Background: an optimization exercise with open tools, aiming at small area and a short achievable clock period. Do not read the settings as production practice.

Setup of job 103:
==> module Radix_2_div, before the edit <==
module Radix_2_div #(
parameter[3:0]	DSIZE	= 15,
parameter[3:0]	PSIZE	= 15
)(
	input				clock,
	input				rst,
	input [DSIZE-1:0]	divisor,
	input [DSIZE-1:0]	dividend,
	output[PSIZE-1:0]	quotient,
	output[3:0]			quoexp
);
localparam [15:0] FOLD = 16'b0010_0100_1001_0000;
function integer pend;	 
	input integer t;
	integer k;
	begin
		pend = 1;
		for (k = 2; k <= t; k = k + 1)
			pend = FOLD[k] ? 1 : pend + 1;
	end
endfunction
function [14:0] srt_step;
	input [14:0] z;
	input pos, neg;
	input [13:0] d;
	reg [14:0] dx, x, g, p;
	reg [15:0] G, P, Gn, Pn;	 
	integer i, l;
	begin
		dx = {1'b1, d};
		x = z ^ dx;
		for (i = 0; i < 15; i = i + 1) begin
			g[i] = z[i] & (pos ? ~dx[i] : neg & dx[i]);
			p[i] = pos ? ~x[i] : (neg ? x[i] : z[i]);
		end
		G = {g, pos};
		P = {p, 1'b0};
		for (l = 1; l < 16; l = l * 2) begin
			Gn = G; Pn = P;
			for (i = 0; i < 16; i = i + 1)
				if (i & l) begin
					Gn[i] = G[i] | (P[i] & G[(i & ~(l-1)) - 1]);
					Pn[i] = P[i] & P[(i & ~(l-1)) - 1];
				end
			G = Gn; P = Pn;
		end
		srt_step = p ^ G[14:0];
	end
endfunction
reg	[14:0]	n1, d1;
always @(posedge clock) begin
	n1	<= dividend;
	d1	<= divisor;
end
wire [15:0]	y0 = {d1, 1'b0};
wire		s3 = ~|y0[15:8];
wire [15:0]	y1 = s3 ? {y0[7:0], 8'b0} : y0;
wire		s2 = ~|y1[15:12];
wire [15:0]	y2 = s2 ? {y1[11:0], 4'b0} : y1;
wire		s1 = ~|y2[15:14];
wire [15:0]	y3 = s1 ? {y2[13:0], 2'b0} : y2;
wire		s0 = ~y3[15];
wire [15:0]	y4 = s0 ? {y3[14:0], 1'b0} : y3;
reg	[14*15-1:0]	Zf;	 
reg	[14:0]		Pf, Nf;	 
reg	[14*14-1:0]	Df;	 
reg	[15*4-1:0]	Ef;	 
reg	[15*15-1:0]	Bf;	 
reg	[15*15-1:0]	Lf;	 
always @(posedge clock) begin
	Zf[0 +: 15]	<= n1;
	Pf[0]		<= n1[14];
	Nf[0]		<= 1'b0;
	Df[0 +: 14]	<= y4[14:1];
	Ef[0 +: 4]	<= {s3, s2, s1, s0};
end
genvar t;
generate
for (t = 1; t <= 14; t = t + 1) begin: STEP
	wire [14:0]	Z	= (t == 1) ? Zf[0 +: 15] : {Zf[(t-1)*15 +: 14], 1'b0};
	wire		pos	= Pf[t-1];
	wire		neg	= Nf[t-1];
	wire [14:0]	S	= srt_step(Z, pos, neg, Df[(t-1)*14 +: 14]);
	always @(posedge clock) begin
		Ef[t*4 +: 4]	<= Ef[(t-1)*4 +: 4];
		Pf[t]			<= ~S[14] &  S[13];
		Nf[t]			<=  S[14] & ~S[13];
	end
	if (t < 14) begin: KEEPZ
		always @(posedge clock) begin
			Zf[t*15 +: 14]	<= S[13:0];
			Df[t*14 +: 14]	<= Df[(t-1)*14 +: 14];
		end
	end else begin: LASTZ
	end
	if (t == 1) begin: QFIRST
		always @(posedge clock) begin
			Bf[15 +: 1]	<= pos | neg;
			Lf[15 +: 1]	<= neg;
		end
	end else if (FOLD[t]) begin: QFOLD
		localparam integer P = pend(t-1);
		wire [t-2:0]	Bp	= Bf[(t-1)*15 +: t-1];
		wire [P-1:0]	Lp	= Lf[(t-1)*15 +: P];
		wire [t-2:0]	Bn	= Bp - {Lp, 1'b0};
		always @(posedge clock) begin
			Bf[t*15 +: t]	<= {Bn, pos | neg};
			Lf[t*15 +: 1]	<= neg;
		end
	end else begin: QSHIFT
		localparam integer P = pend(t-1);
		always @(posedge clock) begin
			Bf[t*15 +: t]		<= {Bf[(t-1)*15 +: t-1], pos | neg};
			Lf[t*15 +: P+1]	<= {Lf[(t-1)*15 +: P], neg};
		end
	end
end
endgenerate
localparam integer PL = pend(14);
wire		pos0	= Pf[14];
wire		neg0	= Nf[14];
wire [14:0]	Qfin	= {Bf[14*15 +: 14], pos0 | neg0} - {Lf[14*15 +: PL], neg0, 1'b0};
reg	[4:0]	cnt;
always @(posedge clock, posedge rst) begin
	if (rst)			cnt	<= 5'd0;
	else if (!cnt[4])	cnt	<= cnt + 5'd1;
end
reg	[14:0]	Qu;
reg	[3:0]	exp;
always @(posedge clock, posedge rst) begin
	if (rst) begin
		Qu	<= 15'd0;
		exp	<= 4'd0;
	end else begin
		Qu	<= cnt[4] ? Qfin : 15'd0;
		exp	<= cnt[4] ? Ef[14*4 +: 4] : 4'd0;
	end
end
assign	quotient	= Qu;
assign	quoexp		= exp;
endmodule
clock: 4.0 ns
lec_check: 0
cap_margin: 20
core_margin: 2
core_utilization: 40
slew_margin: 20
run.sh (not shown) runs the stock make flow with config.mk's settings and CLKGATE_MAP_FILE= SYNTH_SCRIPT=/design/flow/synth_recipe.tcl, a recipe that flattens the netlist after the stock synthesis.
Job 103 reached the end of the flow, and the finished layout is clean on the timing, DRC and antenna checks.
Modified inputs, job 102 compared to job 103
--- a/flow/design.v
+++ b/flow/design.v
@@ -36,15 +36,14 @@
 		end
 		G = {g, pos};
 		P = {p, 1'b0};
 		for (l = 1; l < 16; l = l * 2) begin
 			Gn = G; Pn = P;
-			for (i = 0; i < 16; i = i + 1)
-				if (i & l) begin
-					Gn[i] = G[i] | (P[i] & G[(i & ~(l-1)) - 1]);
-					Pn[i] = P[i] & P[(i & ~(l-1)) - 1];
-				end
+			for (i = l; i < 16; i = i + 1) begin
+				Gn[i] = G[i] | (P[i] & G[i-l]);
+				Pn[i] = P[i] & P[i-l];
+			end
 			G = Gn; P = Pn;
 		end
 		srt_step = p ^ G[14:0];
 	end
 endfunction
### Flow results
Count of non-CTS inverters in the layout shrinks by more than 10% when moving from job 103 to job 102. On clock tree cell share of total cell area: job 102 sits below job 103. Routed length on met3 of job 102 exceeds that of job 103 by more than a quarter. Sort job 102 and job 103 by largest fanout on the critical path, ascending, and job 103 comes first. [compare] base=job 103 new=job 102: detailed-route wire length rose by about 26%; per-cell via count in the routed design up 0.30; multi-input logic cell count climbed about 30%. Non-clock buffer count: job 102 > job 103. Taking job 102 as 1.0, job 103 lands at 0.79 on via count.
No functional check of the RTL was part of any run of this note.

-- separate check: timing with driven ports --
Ports are ideal in the flow. The routed layouts listed here were re-timed in OpenROAD. Step 1 (the two cells are an assumption about what drives the block):
set clk [get_ports {clock}]
set_driving_cell -lib_cell sky130_fd_sc_hd__clkbuf_16 $clk
set_driving_cell -lib_cell sky130_fd_sc_hd__buf_2 [delete_from_list [all_inputs] $clk]
Step 2 adds t to the input delays and takes it off the output delays; t is the mean of the earliest and latest rising clock arrival at the registers after step 1. Input paths then give back, and output paths get back, about the clock's delay inside the block. a / b / c = ideal ports / drivers / drivers and shift; a / b = the first two.
| run | t (ns) | setup slack, ns | hold WS [ns] |
|---|---|---|---|
| job 103 | 0.657 | 0.499 / 0.499 / 0.499 | 0.323 / 0.323 / 0.323 |
| job 102 | 0.669 | 0.662 / 0.662 / 0.662 | 0.317 / 0.317 / 0.317 |
After both steps every run listed still meets setup and hold.
